This is an optimization exercise on Yosys and OpenROAD, whose aim is small area and a short achievable clock period, not a production implementation. At most, simulation tests tie the RTL to the original design; equivalence was not proved. No activity file was given, so power comes from the tool's default toggle rates.

==> run D <==
Design balance_cntrl, start of the top module:
module balance_cntrl
# (parameter fast_sim=1)
(
input clk, rst_n,
input vld, pwr_up, rider_off,
input logic signed [15:0] ptch,
input logic signed [15:0] ptch_rt,
input logic [11:0] steer_pot,
input logic en_steer,
output logic signed [11:0] lft_spd,
output logic signed [11:0] rght_spd,
output logic too_fast
);
==> module PID, before the edit <==
module PID(
input clk, rst_n,
input pwr_up,
input logic [17:0] integrator_in,
output logic signed [17:0] integrator,
output logic [7:0] ss_tmr
);
logic [10:0] pre;
logic [7:0] ss_inc;
logic [8:0] sc;
wire pre_fb = ~(pre[10] ^ pre[8]) ^ (&pre[9:0]);
wire pre_wrap = pre[10] && !(|pre[9:0]);
always_comb begin
  sc[0] = pre_wrap & !(&ss_tmr);
  for (int k = 0; k < 8; k++) begin
    ss_inc[k] = ss_tmr[k] ^ sc[k];
    sc[k+1] = sc[k] & ss_tmr[k];
  end
end
always_ff @(posedge clk, negedge rst_n) begin
  if (!rst_n)
    integrator <= 18'h00000;
  else
    integrator <= integrator_in;
end
always_ff @(posedge clk, negedge rst_n) begin
  if (!rst_n) begin
    pre <= 11'h000;
    ss_tmr <= 8'h00;
  end else if (!pwr_up) begin
    pre <= 11'h000;
    ss_tmr <= 8'h00;
  end else begin
    pre <= {pre[9:0], pre_fb};
    ss_tmr <= ss_inc;
  end
end
endmodule
export LEC_CHECK = 0
export ABC_AREA = 1
export CAP_MARGIN = 20
export CORE_MARGIN = 2
export CORE_UTILIZATION = 65
export SLEW_MARGIN = 20
create_clock -name core_clock -period 35.0 [get_ports {clk}]
standard.sh (not shown) runs the stock make flow with config.mk's settings and CLKGATE_MAP_FILE= SYNTH_SCRIPT=/design/flow/synth_recipe.tcl, a recipe that flattens the netlist after the stock synthesis.
==> flow/flow/run.sh <==
#!/bin/bash
# Layout flow: the standard synthesis, then an inverter clean-up around the
# full-adder cells (polarity.py) and a re-map of the remaining gates
# (remap.tcl, ABC area script), then the standard layout steps with plain
# buf_1 port buffers and a setup-repair target of MARGIN ns.
set -euo pipefail
MARGIN=8
R=orfs/results/sky130hd/balance_cntrl/base
bash standard.sh  synth > 1_standard_synth.log 2>&1
cp $R/1_2_yosys.v std_1_2_yosys.v
python3 flow/polarity.py std_1_2_yosys.v pol.v > 2_polarity.log 2>&1
export REMAP_IN=pol.v REMAP_OUT=remap.v
export REMAP_LIB=$FLOW_HOME/platforms/sky130hd/lib/sky130_fd_sc_hd__tt_025C_1v80.lib
export REMAP_ABC_SCRIPT=flow/abc.script
export REMAP_DONT_USE="$(sed -n '/DONT_USE_CELLS += /,/^$/p' $FLOW_HOME/platforms/sky130hd/config.mk | grep -o 'sky130_fd_sc_hd__[a-z0-9_]*' | tr '\n' ' ')"
yosys -c flow/remap.tcl > 3_remap.log 2>&1
cp remap.v $R/1_2_yosys.v
rm -f $R/1_synth.odb $R/1_synth.sdc
ARGS=( "BUFFER_PORTS_ARGS=-buffer_cell sky130_fd_sc_hd__buf_1")
if [ "$MARGIN" != "none" ]; then
  ARGS+=("SETUP_SLACK_MARGIN=$MARGIN")
fi
bash standard.sh "${ARGS[@]}" finish > 4_standard_finish.log 2>&1
==> flow/flow/abc.script <==
strash
dc2
dch -f
map -a
strash
dch -f
map -a
topo
buffer -c
upsize -c
dnsize -c
==> flow/flow/remap.tcl <==
# Re-map the random logic around the kept adder cells and flip-flops.
# env: REMAP_IN, REMAP_OUT, REMAP_LIB, REMAP_ABC_SCRIPT, REMAP_DONT_USE
yosys -import
set L $::env(REMAP_LIB)
read_liberty -ignore_miss_func -ignore_buses $L
read_verilog -defer $::env(REMAP_IN)
hierarchy -top balance_cntrl
foreach c {fa_1 fa_2 fa_4 dfrtp_1 dfrtp_2 dfrtp_4 dfxtp_1 conb_1} {
  catch { blackbox sky130_fd_sc_hd__$c }
}
flatten
opt_clean -purge
techmap
opt -fast
set dont_use {}
foreach c $::env(REMAP_DONT_USE) { lappend dont_use -dont_use $c }
abc -script $::env(REMAP_ABC_SCRIPT) -liberty $L {*}$dont_use
opt_clean -purge

stat -liberty $L
write_verilog -noattr -noexpr -nohex -nodec -selected $::env(REMAP_OUT)
Other scripts of this flow, unchanged in this note and not shown: flow/flow/polarity.py
==> run P (differences from run D) <==
--- a/flow/flow/run.sh
+++ b/flow/flow/run.sh
@@ -5,5 +5,5 @@
 # buf_1 port buffers and a setup-repair target of MARGIN ns.
 set -euo pipefail
-MARGIN=8
+MARGIN=10
 R=orfs/results/sky130hd/balance_cntrl/base
 bash standard.sh  synth > 1_standard_synth.log 2>&1
==> run G (differences from run D) <==
--- a/flow/design.v
+++ b/flow/design.v
@@ -7,10 +7,15 @@
 );
 logic [10:0] pre;
+logic [10:0] pre_inc;
 logic [7:0] ss_inc;
+logic [11:0] pc;
 logic [8:0] sc;
-wire pre_fb = ~(pre[10] ^ pre[8]) ^ (&pre[9:0]);
-wire pre_wrap = pre[10] && !(|pre[9:0]);
 always_comb begin
-  sc[0] = pre_wrap & !(&ss_tmr);
+  pc[0] = 1'b1;
+  for (int k = 0; k < 11; k++) begin
+    pre_inc[k] = pre[k] ^ pc[k];
+    pc[k+1] = pc[k] & pre[k];
+  end
+  sc[0] = pc[11] & !(&ss_tmr);
   for (int k = 0; k < 8; k++) begin
     ss_inc[k] = ss_tmr[k] ^ sc[k];
@@ -32,5 +37,5 @@
     ss_tmr <= 8'h00;
   end else begin
-    pre <= {pre[9:0], pre_fb};
+    pre <= pre_inc;
     ss_tmr <= ss_inc;
   end
==> flow/flow/run.sh (replaced) <==
#!/bin/bash
# Layout flow: the standard synthesis, then an inverter clean-up around the
# full-adder cells (polarity.py) and a re-map of the remaining gates
# (remap.tcl, ABC area script), then the standard layout steps.
set -euo pipefail
MARGIN=12
R=orfs/results/sky130hd/balance_cntrl/base
bash standard.sh synth > 1_standard_synth.log 2>&1
cp $R/1_2_yosys.v std_1_2_yosys.v
python3 flow/polarity.py std_1_2_yosys.v pol.v > 2_polarity.log 2>&1
export REMAP_IN=pol.v REMAP_OUT=remap.v
export REMAP_LIB=$FLOW_HOME/platforms/sky130hd/lib/sky130_fd_sc_hd__tt_025C_1v80.lib
export REMAP_ABC_SCRIPT=$FLOW_HOME/scripts/abc_area.script
export REMAP_DONT_USE="$(sed -n '/DONT_USE_CELLS += /,/^$/p' $FLOW_HOME/platforms/sky130hd/config.mk | grep -o 'sky130_fd_sc_hd__[a-z0-9_]*' | tr '\n' ' ')"
yosys -c flow/remap.tcl > 3_remap.log 2>&1
cp remap.v $R/1_2_yosys.v
rm -f $R/1_synth.odb $R/1_synth.sdc
if [ "$MARGIN" = "none" ]; then
  bash standard.sh finish > 4_standard_finish.log 2>&1
else
  bash standard.sh SETUP_SLACK_MARGIN=$MARGIN finish > 4_standard_finish.log 2>&1
fi
- CORE_UTILIZATION: 65 -> 40
removed: flow/flow/abc.script
==> notes <==
- The lowest critical path depth belongs to run G, the highest to run D.
- The highest fmax belongs to run G, the lowest to run D.
- In sequential power, run D and run P hardly differ.
- Against run G, the synthesized cell count of run P is smaller by 6.5%.
- Hold slack, highest first: run P, run D, run G.
- Against run P, the count of clock-buffer cells in the layout of run G is lower by 2.
- Via count: run D < run G < run P.
- Routed wire length, lowest first: run D, run P, run G.
- Setup slack, highest first: run G, run P, run D.
- Between run G and run D, the lower final cell count is in run D (gap 19%, measured against run D).
==> figures <==
	run P	run G	run D
Run status	complete, no violations	complete, no violations	complete, no violations
Number of nets in the layout	1,299	1,352	1,245
Tap Count	143	260	143
Combinational share of power	83.3%	85.3%	76.4%
Biggest fanout along the worst timing path	8	5	8
Slowest stage delay, CP	0.62 ns	0.59 ns	0.55 ns
Starting DRT DRC Count	574	483	510
Sum of met3 wire segment lengths after detailed routing	1390 um	1060 um	688 um
Net switching power	0.298 mW	0.370 mW	0.251 mW
Layout fillers	743	1,848	904
Timing-limited maximum frequency	38.8 MHz	39.8 MHz	37.8 MHz
Number of buffer and inverter instances along the worst setup path	13	7	16
Effective utilization at floorplan	65.9%	41.1%	65.9%
Number of cell rows	39	50	39
Non-clock inverter count in the final layout	211	199	211
Overall via count from detail_route	7,194	7,113	6,705
Worst-case setup margin in the final layout	9.21 ns	9.87 ns	8.58 ns
Critical path origin	ptch[14]	ptch[12]	ptch[12]
Design internal power	0.261 mW	0.294 mW	0.208 mW
Sequential logic power	0.0486 mW	0.0519 mW	0.0488 mW
Worst hold margin	0.499 ns	0.457 ns	0.499 ns
Function not checked in run D and run P: the RTL went through the layout flow alone.

---

==> job 6572 <==
balance_cntrl with an RTL version that a note above also has.
## balance_cntrl
module balance_cntrl
# (parameter fast_sim=1)
(
input clk, rst_n,
input vld, pwr_up, rider_off,
input logic signed [15:0] ptch,
input logic signed [15:0] ptch_rt,
input logic [11:0] steer_pot,
input logic en_steer,
output logic signed [11:0] lft_spd,
output logic signed [11:0] rght_spd,
output logic too_fast
);
export LEC_CHECK = 0
export ABC_AREA = 1
export CAP_MARGIN = 20
export CORE_MARGIN = 2
export CORE_UTILIZATION = 65
export SLEW_MARGIN = 20
create_clock -name core_clock -period 35.0 [get_ports {clk}]
==> flow/flow/run.sh <==
#!/bin/bash
# Layout flow: the standard synthesis, then an inverter clean-up around the
# full-adder cells (polarity.py) and a re-map of the remaining gates
# (remap.tcl, ABC area script), then the standard layout steps with plain
# buf_1 port buffers and a setup-repair target of MARGIN ns.
set -euo pipefail
MARGIN=8
R=orfs/results/sky130hd/balance_cntrl/base
bash standard.sh synth > 1_standard_synth.log 2>&1
cp $R/1_2_yosys.v std_1_2_yosys.v
python3 flow/polarity.py std_1_2_yosys.v pol.v > 2_polarity.log 2>&1
export REMAP_IN=pol.v REMAP_OUT=remap.v
export REMAP_LIB=$FLOW_HOME/platforms/sky130hd/lib/sky130_fd_sc_hd__tt_025C_1v80.lib
export REMAP_ABC_SCRIPT=$FLOW_HOME/scripts/abc_area.script
export REMAP_DONT_USE="$(sed -n '/DONT_USE_CELLS += /,/^$/p' $FLOW_HOME/platforms/sky130hd/config.mk | grep -o 'sky130_fd_sc_hd__[a-z0-9_]*' | tr '\n' ' ')"
yosys -c flow/remap.tcl > 3_remap.log 2>&1
cp remap.v $R/1_2_yosys.v
rm -f $R/1_synth.odb $R/1_synth.sdc
ARGS=("BUFFER_PORTS_ARGS=-buffer_cell sky130_fd_sc_hd__buf_1")
if [ "$MARGIN" != "none" ]; then
  ARGS+=("SETUP_SLACK_MARGIN=$MARGIN")
fi
bash standard.sh "${ARGS[@]}" finish > 4_standard_finish.log 2>&1
Scripts as last shown in full above: flow/flow/remap.tcl
Other scripts of this flow, unchanged in this note and not shown: flow/flow/polarity.py
==> job 4395: changes against job 6572 <==
--- a/flow/flow/run.sh
+++ b/flow/flow/run.sh
@@ -3,6 +3,5 @@
 # full-adder cells (polarity.py) and a re-map of the remaining gates
-# (remap.tcl, ABC area script), then the standard layout steps with plain
-# buf_1 port buffers and a setup-repair target of MARGIN ns.
+# (remap.tcl, ABC area script), then the standard layout steps.
 set -euo pipefail
-MARGIN=8
+MARGIN=10
 R=orfs/results/sky130hd/balance_cntrl/base
@@ -18,6 +17,6 @@
 rm -f $R/1_synth.odb $R/1_synth.sdc
-ARGS=("BUFFER_PORTS_ARGS=-buffer_cell sky130_fd_sc_hd__buf_1")
-if [ "$MARGIN" != "none" ]; then
-  ARGS+=("SETUP_SLACK_MARGIN=$MARGIN")
+if [ "$MARGIN" = "none" ]; then
+  bash standard.sh finish > 4_standard_finish.log 2>&1
+else
+  bash standard.sh SETUP_SLACK_MARGIN=$MARGIN finish > 4_standard_finish.log 2>&1
 fi
-bash standard.sh "${ARGS[@]}" finish > 4_standard_finish.log 2>&1
CORE_UTILIZATION = 40   (was 65)
==> job 6726: changes against job 6572 <==
--- a/flow/flow/run.sh
+++ b/flow/flow/run.sh
@@ -3,4 +3,3 @@
 # full-adder cells (polarity.py) and a re-map of the remaining gates
-# (remap.tcl, ABC area script), then the standard layout steps with plain
-# buf_1 port buffers and a setup-repair target of MARGIN ns.
+# (remap.tcl, ABC area script), then the standard layout steps.
 set -euo pipefail
@@ -18,6 +17,6 @@
 rm -f $R/1_synth.odb $R/1_synth.sdc
-ARGS=("BUFFER_PORTS_ARGS=-buffer_cell sky130_fd_sc_hd__buf_1")
-if [ "$MARGIN" != "none" ]; then
-  ARGS+=("SETUP_SLACK_MARGIN=$MARGIN")
+if [ "$MARGIN" = "none" ]; then
+  bash standard.sh finish > 4_standard_finish.log 2>&1
+else
+  bash standard.sh SETUP_SLACK_MARGIN=$MARGIN finish > 4_standard_finish.log 2>&1
 fi
-bash standard.sh "${ARGS[@]}" finish > 4_standard_finish.log 2>&1
CORE_UTILIZATION = 40   (was 65)
==> qor summary <==
| quantity | job 4395 | job 6572 | job 6726 |
|---|---|---|---|
| Status | timing/DRC/antenna clean | timing/DRC/antenna clean | timing/DRC/antenna clean |
| Worst endpoint data arrival time | 18.21 ns | 19.27 ns | 19.32 ns |
| Transition time at the pin with the least slew margin | 0.938 ns | 0.950 ns | 0.968 ns |
| Largest fanout of any net on the critical path | 6 | 12 | 5 |
| Buf/Inv on CP | 8 | 9 | 9 |
| Proportion of layout cells with a drive suffix above 1 | 0.248 | 0.0932 | 0.122 |
| Post-route setup slack | 9.79 ns | 8.73 ns | 8.68 ns |
| Number of clock-tree buffers in the layout | 5 | 6 | 5 |
| Worst slack at placement | 7.37 ns | 7.03 ns | 6.34 ns |
| Final design utilization | 0.528 | 0.739 | 0.489 |
| P_comb | 629 uW | 457 uW | 481 uW |
| Part of the total power dissipated in the clock network | 0.063 | 0.095 | 0.080 |
| Post-CTS Setup Inserts | 41 | 3 | 11 |
| Critical Path Start | ptch_rt[15] | ptch[11] | ptch[11] |
| Switching share of power | 0.540 | 0.573 | 0.564 |
| Layout buffering overhead excluding clock cells | 0.115 | 0.0404 | 0.0947 |
| CP max-delay cell | sky130_fd_sc_hd__fa_1 | sky130_fd_sc_hd__fa_1 | sky130_fd_sc_hd__clkdlybuf4s50_1 |
| Wire length of the first global-routing pass | 34100 um | 31300 um | 33400 um |
| Multi-input comb cells | 783 | 782 | 782 |
| Clock latency (worst-skew pair) | 0.28 ns | 0.28 ns | 0.29 ns |
| Die Span X | 143 um | 113 um | 143 um |
| Die boundary height | 143 um | 113 um | 143 um |
| Global Route met3 Usage | 0.0267 | 0.0487 | 0.0280 |

afterwards: timing with drivers on the ports:
No port has a modelled driver above. Below, the same layouts with a new extraction and two added sets of constraints. Step 1 sets driving cells, clkbuf_16 on the clock port and buf_2 on the other inputs (assumed; they add their load-dependent delay and slew). Step 2 adds t to the input delays and takes it off the output delays; t is the mean of the earliest and latest rising clock arrival at the registers after step 1. Input paths then give back, and output paths get back, about the clock's delay inside the block. Slacks: ideal / step 1 / step 2; pairs: ideal / step 1.
run	t, ns	setup slack, ns	worst hold slack (ns)	worst data-port slew with drivers (ns)
run D	0.316	8.576 / 8.555 / 8.555	0.499 / 0.499 / 0.499	0.04
run P	0.315	9.214 / 9.191 / 9.191	0.499 / 0.499 / 0.499	0.05
run G	0.319	9.866 / 9.827 / 9.827	0.457 / 0.457 / 0.457	0.05
job 6572	0.320	8.733 / 8.712 / 8.712	0.465 / 0.465 / 0.465	0.03
job 4395	0.315	9.785 / 9.749 / 9.749	0.461 / 0.461 / 0.461	0.05
job 6726	0.328	8.675 / 8.649 / 8.649	0.457 / 0.457 / 0.457	0.04
After both steps every run listed still meets setup and hold. For run G, which loses most, drivers alone change the setup slack by -0.039 ns; drivers and shift together by -0.039 ns.
